Source: an optimization exercise on an open RTL-to-GDS flow (aim: small area and a short achievable clock period). Production flows keep margins and buffers that such runs may drop.
Only simulation tests tie the RTL to the original design; equivalence was not proved.
Power and IR drop assume default switching activity.

==> flow/design.v, too long to show whole: its modules and the start of the top module <==
// module fir_filter: 12039 lines
// module fir_fa: 4 lines
// module fir_xreg: 6 lines
// module fir_ctl: 7 lines
// module fir_sel: 3 lines
// module fir_xnor: 3 lines
// module fir_or: 3 lines
// module fir_pp: 3 lines
module fir_filter #(
    parameter coeff_width = 16,
    parameter input_width = 16,
    parameter output_width = 16,
    parameter internal_width = 16
) (
    input                                   aclk,
    input[input_width-1:0]                  s_axis_tdata,
    input                                   s_axis_tlast,
    input                                   s_axis_tvalid,
    output                                  s_axis_tready,
    output[output_width-1:0]                m_axis_tdata,
    output reg                              m_axis_tlast,
    output reg                              m_axis_tvalid,
    input                                   m_axis_tready,
    input                                   rst_i,
    input signed[coeff_width-1:0]           b0_i,
    input signed[coeff_width-1:0]           b1_i,
    input signed[coeff_width-1:0]           b2_i,
    input signed[coeff_width-1:0]           b3_i,
    input signed[coeff_width-1:0]           b4_i,
    input signed[coeff_width-1:0]           b5_i,
    input signed[coeff_width-1:0]           b6_i,
    input signed[coeff_width-1:0]           b7_i,
    input signed[coeff_width-1:0]           b8_i,
    input signed[coeff_width-1:0]           b9_i,
    input signed[coeff_width-1:0]           b10_i,
    input signed[coeff_width-1:0]           b11_i,
    input signed[coeff_width-1:0]           b12_i,
    input signed[coeff_width-1:0]           b13_i,
    input signed[coeff_width-1:0]           b14_i,
    input signed[coeff_width-1:0]           b15_i,
    input signed[coeff_width-1:0]           b16_i,
    input signed[coeff_width-1:0]           b17_i,
    input signed[coeff_width-1:0]           b18_i,
    input signed[coeff_width-1:0]           b19_i,
    input signed[coeff_width-1:0]           b20_i,
    input signed[coeff_width-1:0]           b21_i,
    input signed[coeff_width-1:0]           b22_i,
    input signed[coeff_width-1:0]           b23_i,
    input signed[coeff_width-1:0]           b24_i,
    input signed[coeff_width-1:0]           b25_i,
    input signed[coeff_width-1:0]           b26_i,
    input signed[coeff_width-1:0]           b27_i,
    input signed[coeff_width-1:0]           b28_i,
    input signed[coeff_width-1:0]           b29_i,
    input signed[coeff_width-1:0]           b30_i
);
  // ...
==> flow/flow/run.sh <==
#!/bin/bash
# The standard layout, with two changes to how it is made:
#  - port buffers are buf_2 cells (every port still gets its own buffer);
#  - timing repair aims for more setup slack than the clock period needs,
#    so that the tools work on the paths that set the achieved period.
# The constraints (constraint.sdc) are the standard flow's, unchanged.
set -uo pipefail
bash standard.sh SETUP_SLACK_MARGIN=6.4 "BUFFER_PORTS_ARGS=-buffer_cell sky130_fd_sc_hd__buf_2" finish > standard.log 2>&1
status=$?
cp -r orfs/logs logs_orfs 2>/dev/null || true
exit $status
==> flow/standard.sh <==
#!/bin/bash
# synth_recipe.tcl (not shown) runs the flow's synth.tcl, then flattens the netlist and writes it again
# the make line also repeats each setting of config.mk as NAME=value (left out here)
make -C /OpenROAD-flow-scripts/flow DESIGN_CONFIG=/design/flow/config.mk WORK_HOME=/design/flow/orfs CLKGATE_MAP_FILE= SYNTH_SCRIPT=/design/flow/synth_recipe.tcl "${@:-finish}"
==> flow/config.mk <==
export PLATFORM = sky130hd
export DESIGN_NAME = fir_filter
export DESIGN_NICKNAME = fir_filter
export VERILOG_FILES = /design/flow/design.v
export SDC_FILE = /design/flow/constraint.sdc
export NUM_CORES = 4
export LEC_CHECK = 0
export ABC_CLOCK_PERIOD_IN_PS = 3000
export CAP_MARGIN = 20
export CORE_MARGIN = 2
export CORE_UTILIZATION = 35
export CTS_BUF_LIST = sky130_fd_sc_hd__clkbuf_8
export PLACE_DENSITY = 0.45
export SLEW_MARGIN = 20
export SYNTH_HIERARCHICAL = 1
==> flow/constraint.sdc <==
create_clock -name core_clock -period 10.0 [get_ports {aclk}]
set_input_delay 2.0000 -clock core_clock [delete_from_list [all_inputs] [get_ports {aclk}]]
set_output_delay 2.0000 -clock core_clock [all_outputs]
set_load 0.01 [all_outputs]
==> notes.md, run 1 <==
* Maximum number of pins on one net before global-route repair at 65
* Worst reg2reg endpoint: st23_15_1
* Number of sequential cells at 1,588
* Worst slack, placed at 5.66 ns
* Minimum setup slack in the final design at 6.43 ns
* Number of vias per cell at 6.83
* Reported sequential group power at 0.00943 W
* CTS buffer count at 311
* Worst Path Class, Setup: reg2reg
* Final number of setup-violating endpoints at 0
* Setup_tns at 0 ns
* Worst setup SP type: flip-flop
* DIE WIDTH at 565 um
* Number of warnings printed during yosys synthesis at 9
* Non-clock buffer share at 0.0542
* Post-synthesis instance area at 110,000 um2
* Busiest layer in global routing: met2
* CP required at 10.92 ns
* CP max stage delay at 0.54 ns
* First-pass GRT wire length at 676,000 um
* Clock Skew at 0.0725 ns
* Worst-case vdd ir drop at 0.100 mV
* M1 wire length at 185,000 um
* Average instance area after synthesis at 13.8 um2
* Total DRC errors in the routed layout at 0
* Reg-to-reg setup timing slack at 6.43 ns
* Commonest cells after routing, fill and taps aside: 1,984 x sky130_fd_sc_hd__a222oi_1, 1,974 x sky130_fd_sc_hd__fa_1, 1,350 x sky130_fd_sc_hd__dfxtp_1
* Count of buffer and inverter cells on the critical path at 0
* Synthesized netlist net count at 10.6k
* Post-place instance area at 120,000 um2
* Result of the run: finished clean
* Slew of the pin with the lowest slew margin at 1.11 ns
* Multi-input gate share of total cell area at 0.608
* Final core utilization at 0.424
* Sequential portion of the cell area at 0.244
==> inputs of run 2 (changes only) <==
--- a/flow/config.mk
+++ b/flow/config.mk
@@ -8,8 +8,7 @@
 export ABC_CLOCK_PERIOD_IN_PS = 3000
-export CAP_MARGIN = 20
+export CAP_MARGIN = 10
 export CORE_MARGIN = 2
 export CORE_UTILIZATION = 35
-export CTS_BUF_LIST = sky130_fd_sc_hd__clkbuf_8
 export PLACE_DENSITY = 0.45
-export SLEW_MARGIN = 20
+export SLEW_MARGIN = 10
 export SYNTH_HIERARCHICAL = 1
==> notes.md, run 2 <==
* Worst Path Class, Setup: reg2reg (unchanged)
* WHS at 0.332 ns (was 0.308 ns)
* Hold Fails Final Rpt at 0 (unchanged)
* Relative area change from synthesis to final layout at 20.3% (was 20.1%)
* Arr. time, crit path at 4.44 ns (was 4.49 ns)
* Clock root cell: sky130_fd_sc_hd__clkbuf_16 (was sky130_fd_sc_hd__clkbuf_8)
* Routed WL at 474,000 um (was 476,000 um)
* CP max FO at 8 (was 9)
* Worst slack, placed at 5.66 ns (about the same)
* Most common cell after layout, fill and taps aside: sky130_fd_sc_hd__a222oi_1 (unchanged)
* Post-DP HPWL at 317,000 um (about the same)
* Worst-case vdd ir drop at 0.129 mV (was 0.100 mV)
* Antenna violations before repair at 28 (was 32)
* Average instance area after synthesis at 13.8 um2 (unchanged)
* Final weighted congestion in routability-driven placement at 0.883 (unchanged)
* CTS buffer count at 202 (was 311)
* Worst reg2reg endpoint: st7_15_1 (was st23_15_1)
* Detailed-routing iteration count for the pre-antenna-repair pass at 20 (was 22)
* H-Tree Depth at 4 (was 5)
* Hold crit path type: reg2reg (unchanged)
* Worst setup endpoint: st7_15_1 (was st23_15_1)
* Result of the run: finished clean (unchanged)
* Height of the chip at 565 um (unchanged)
* Via count of the first global-routing pass at 94.7k (was 95.6k)
* Number of cells traversed by the worst register-to-register path at 7 (unchanged)
* Setup_tns at 0 ns (unchanged)
* Net total in the final layout at 11.8k (was 11.9k)
* Minimum setup slack in the final design at 6.31 ns (was 6.43 ns)
* Starting density of the core at 0.353 (unchanged)
* Power Total at 0.0241 W (was 0.0236 W)
* Ratio of cells with drive above 1 in the final layout at 0.229 (was 0.238)
* Final Cycle Share at 0.369 (was 0.357)
* Number of warnings printed during yosys synthesis at 9 (unchanged)
* Worst setup SP type: flip-flop (unchanged)
* Overall via count from detail_route at 92.3k (was 93.4k)
* Clock transition at path regs at 0.06 ns (about the same)
* Die outline area at 319,000 um2 (unchanged)
* Maximum number of pins on one net before global-route repair at 65 (unchanged)
* Max-cap check violation count at 0 (unchanged)
* First-pass GRT wire length at 675,000 um (was 676,000 um)
* Buffers on Ports at 533 (unchanged)
* Synthesized netlist net count at 10.6k (unchanged)
* Placeable core region at 312,000 um2 (unchanged)
* Power Density at 182 nW/um2 (was 179 nW/um2)
* Number of max-slew violations in the final report at 0 (unchanged)
* Final number of setup-violating endpoints at 0 (unchanged)
* Maximum frequency from static timing analysis at 271 MHz (was 280 MHz)
* Minimum period implied by the final worst setup slack at 3.69 ns (was 3.57 ns)
* Fill cell count at 29.1k (was 29.3k)
* Standby leakage power at 38.7 nW (was 39.1 nW)
* CP required at 10.75 ns (was 10.92 ns)
* TritonCTS clock tree: built (unchanged)
* Avg WL per Cell at 35.2 um (was 34.8 um)
* Remaining number of nets flagged by the antenna check after routing at 0 (unchanged)
* DIE WIDTH at 565 um (unchanged)
* Clock Skew at 0.0514 ns (was 0.0725 ns)
* Grt ovf at 0 (unchanged)
* Iter 0 DRT Violations at 23.2k (was 23.6k)
* Slew of the pin with the lowest slew margin at 1.21 ns (was 1.11 ns)
* Unrepaired setup endpoints after global routing: yes (unchanged)
* Crit path from: cf7[0] (was cf23[3])
* Hold Buf Count CTS at 0 (unchanged)
* Number of vias per cell at 6.85 (was 6.83)
* Reg-to-reg critical path startpoint: cf7[0] (was cf23[3])
* Site row count at 205 (unchanged)
* Total track usage at 0.285 (was 0.286)
* Worst max-slew margin expressed relative to the limit at 0.194 (was 0.258)
* Commonest cells after routing, fill and taps aside: 1,984 x sky130_fd_sc_hd__a222oi_1, 1,959 x sky130_fd_sc_hd__fa_1, 1,348 x sky130_fd_sc_hd__dfxtp_1 (was 1,984 x sky130_fd_sc_hd__a222oi_1, 1,974 x sky130_fd_sc_hd__fa_1, 1,350 x sky130_fd_sc_hd__dfxtp_1)
* Total DRC errors in the routed layout at 0 (unchanged)
* Max Root-Sink Buffers at 4 (unchanged)
* Clock sink total at 1,588 (unchanged)
* Post-Syn Instances at 7,960 (unchanged)
* Number of top-level pins at 536 (unchanged)
* Post-synthesis instance area at 110,000 um2 (unchanged)
* Reg-to-reg setup timing slack at 6.31 ns (was 6.43 ns)
* Nature of the critical path endpoint: flip-flop (unchanged)
* Insertion delay to the later sink of the worst-skew pair at 0.91 ns (was 1.11 ns)
run 2: layout make-up:
type,count,area [um2],area share
multi-input cells,6321,80600,0.608
repair buffers,1004,7200,0.0543
inverters,24,90.1,0.000680
flip-flops and latches,1588,32300,0.244
diodes,31,77.6,0.000585
clock buffers,253,5540,0.0418
well taps,4140,5180,0.0391
clock inverters,111,1580,0.0119
run 2: metal layers:
| metal | wire length [um] | GRT usage |
|---|---|---|
| met1 | 183000 | 0.384 |
| met2 | 212000 | 0.432 |
| met4 | 22500 | 0.126 |
| met5 | 188 | 0.00283 |
| met3 | 56300 | 0.0744 |
run 2: repair_timing:
action,CTS,global route
cloned,1,10
pin swaps,107,289
setup buffers,93,146
resized for setup,695,523
setup endpoints to repair,398,186
run 2: per-stage QoR:
step / utilization / area [um2] / instances
after floorplan: - / 110000 / 7960
after global placement: 0.383 / 120000 / 12800
after detailed placement: 0.383 / 120000 / 12800
after CTS: 0.415 / 130000 / 13300
after global routing: 0.424 / 133000 / 13500
final: 0.424 / 133000 / 13500
run 2: worst min-delay path by stage:
| stage | cells after the start | to | start |
|---|---|---|---|
| after floorplan | 0 | lr | la |
| after global placement | 0 | lr | la |
| after detailed placement | 0 | lr | la |
| after CTS | 0 | ly | lr |
| after global routing | 0 | m_axis_tlast | ly |
| final | 0 | m_axis_tlast | ly |
run 2: where the power goes:
| group | internal [W] | switching, W | leakage [nW] |
|---|---|---|---|
| Clock | 0.00473 | 0.00319 | 3.45 |
| Combinational | 0.00299 | 0.00374 | 21.9 |
| Sequential | 0.00770 | 0.00171 | 13.4 |
| Total | 0.0154 | 0.00864 | 38.7 |
run 2: critical path: stages (launching register included):
cell and delay (ns):
sky130_fd_sc_hd__dfxtp_4 0.38, sky130_fd_sc_hd__nor2b_4 0.16, sky130_fd_sc_hd__buf_4 0.17, sky130_fd_sc_hd__a222oi_1 0.84, sky130_fd_sc_hd__fa_1 0.57, sky130_fd_sc_hd__fa_1 0.43, sky130_fd_sc_hd__fa_1 0.48, sky130_fd_sc_hd__fa_1 0.48

[afterwards: timing with drivers on the ports]
The results above use ideal ports. As a check the final layouts listed here were re-extracted and re-timed, cells and wires unchanged. Step 1 (the two cells are an assumption about what drives the block):
set clk [get_ports {aclk}]
set_driving_cell -lib_cell sky130_fd_sc_hd__clkbuf_16 $clk
set_driving_cell -lib_cell sky130_fd_sc_hd__buf_2 [delete_from_list [all_inputs] $clk]
Step 2 also shifts input and output timing later by t, the mid clock arrival at the registers, as if the neighbouring blocks saw the same clock. a / b / c = ideal / step 1 / step 2; a / b = the first two.
| run | t, ns | setup slack, ns | hold WS [ns] | worst setup path after step 2 | clock arrival spread, ns |
|---|---|---|---|---|---|
| run 1 | 1.172 | 6.431 / 6.407 / 6.431 | 0.308 / 0.308 / 0.308 | register to register | 0.086 / 0.085 |
| run 2 | 0.991 | 6.314 / 6.314 / 6.314 | 0.332 / 0.332 / 0.332 | register to register | 0.058 / 0.058 |
After both steps every run listed still meets setup and hold.
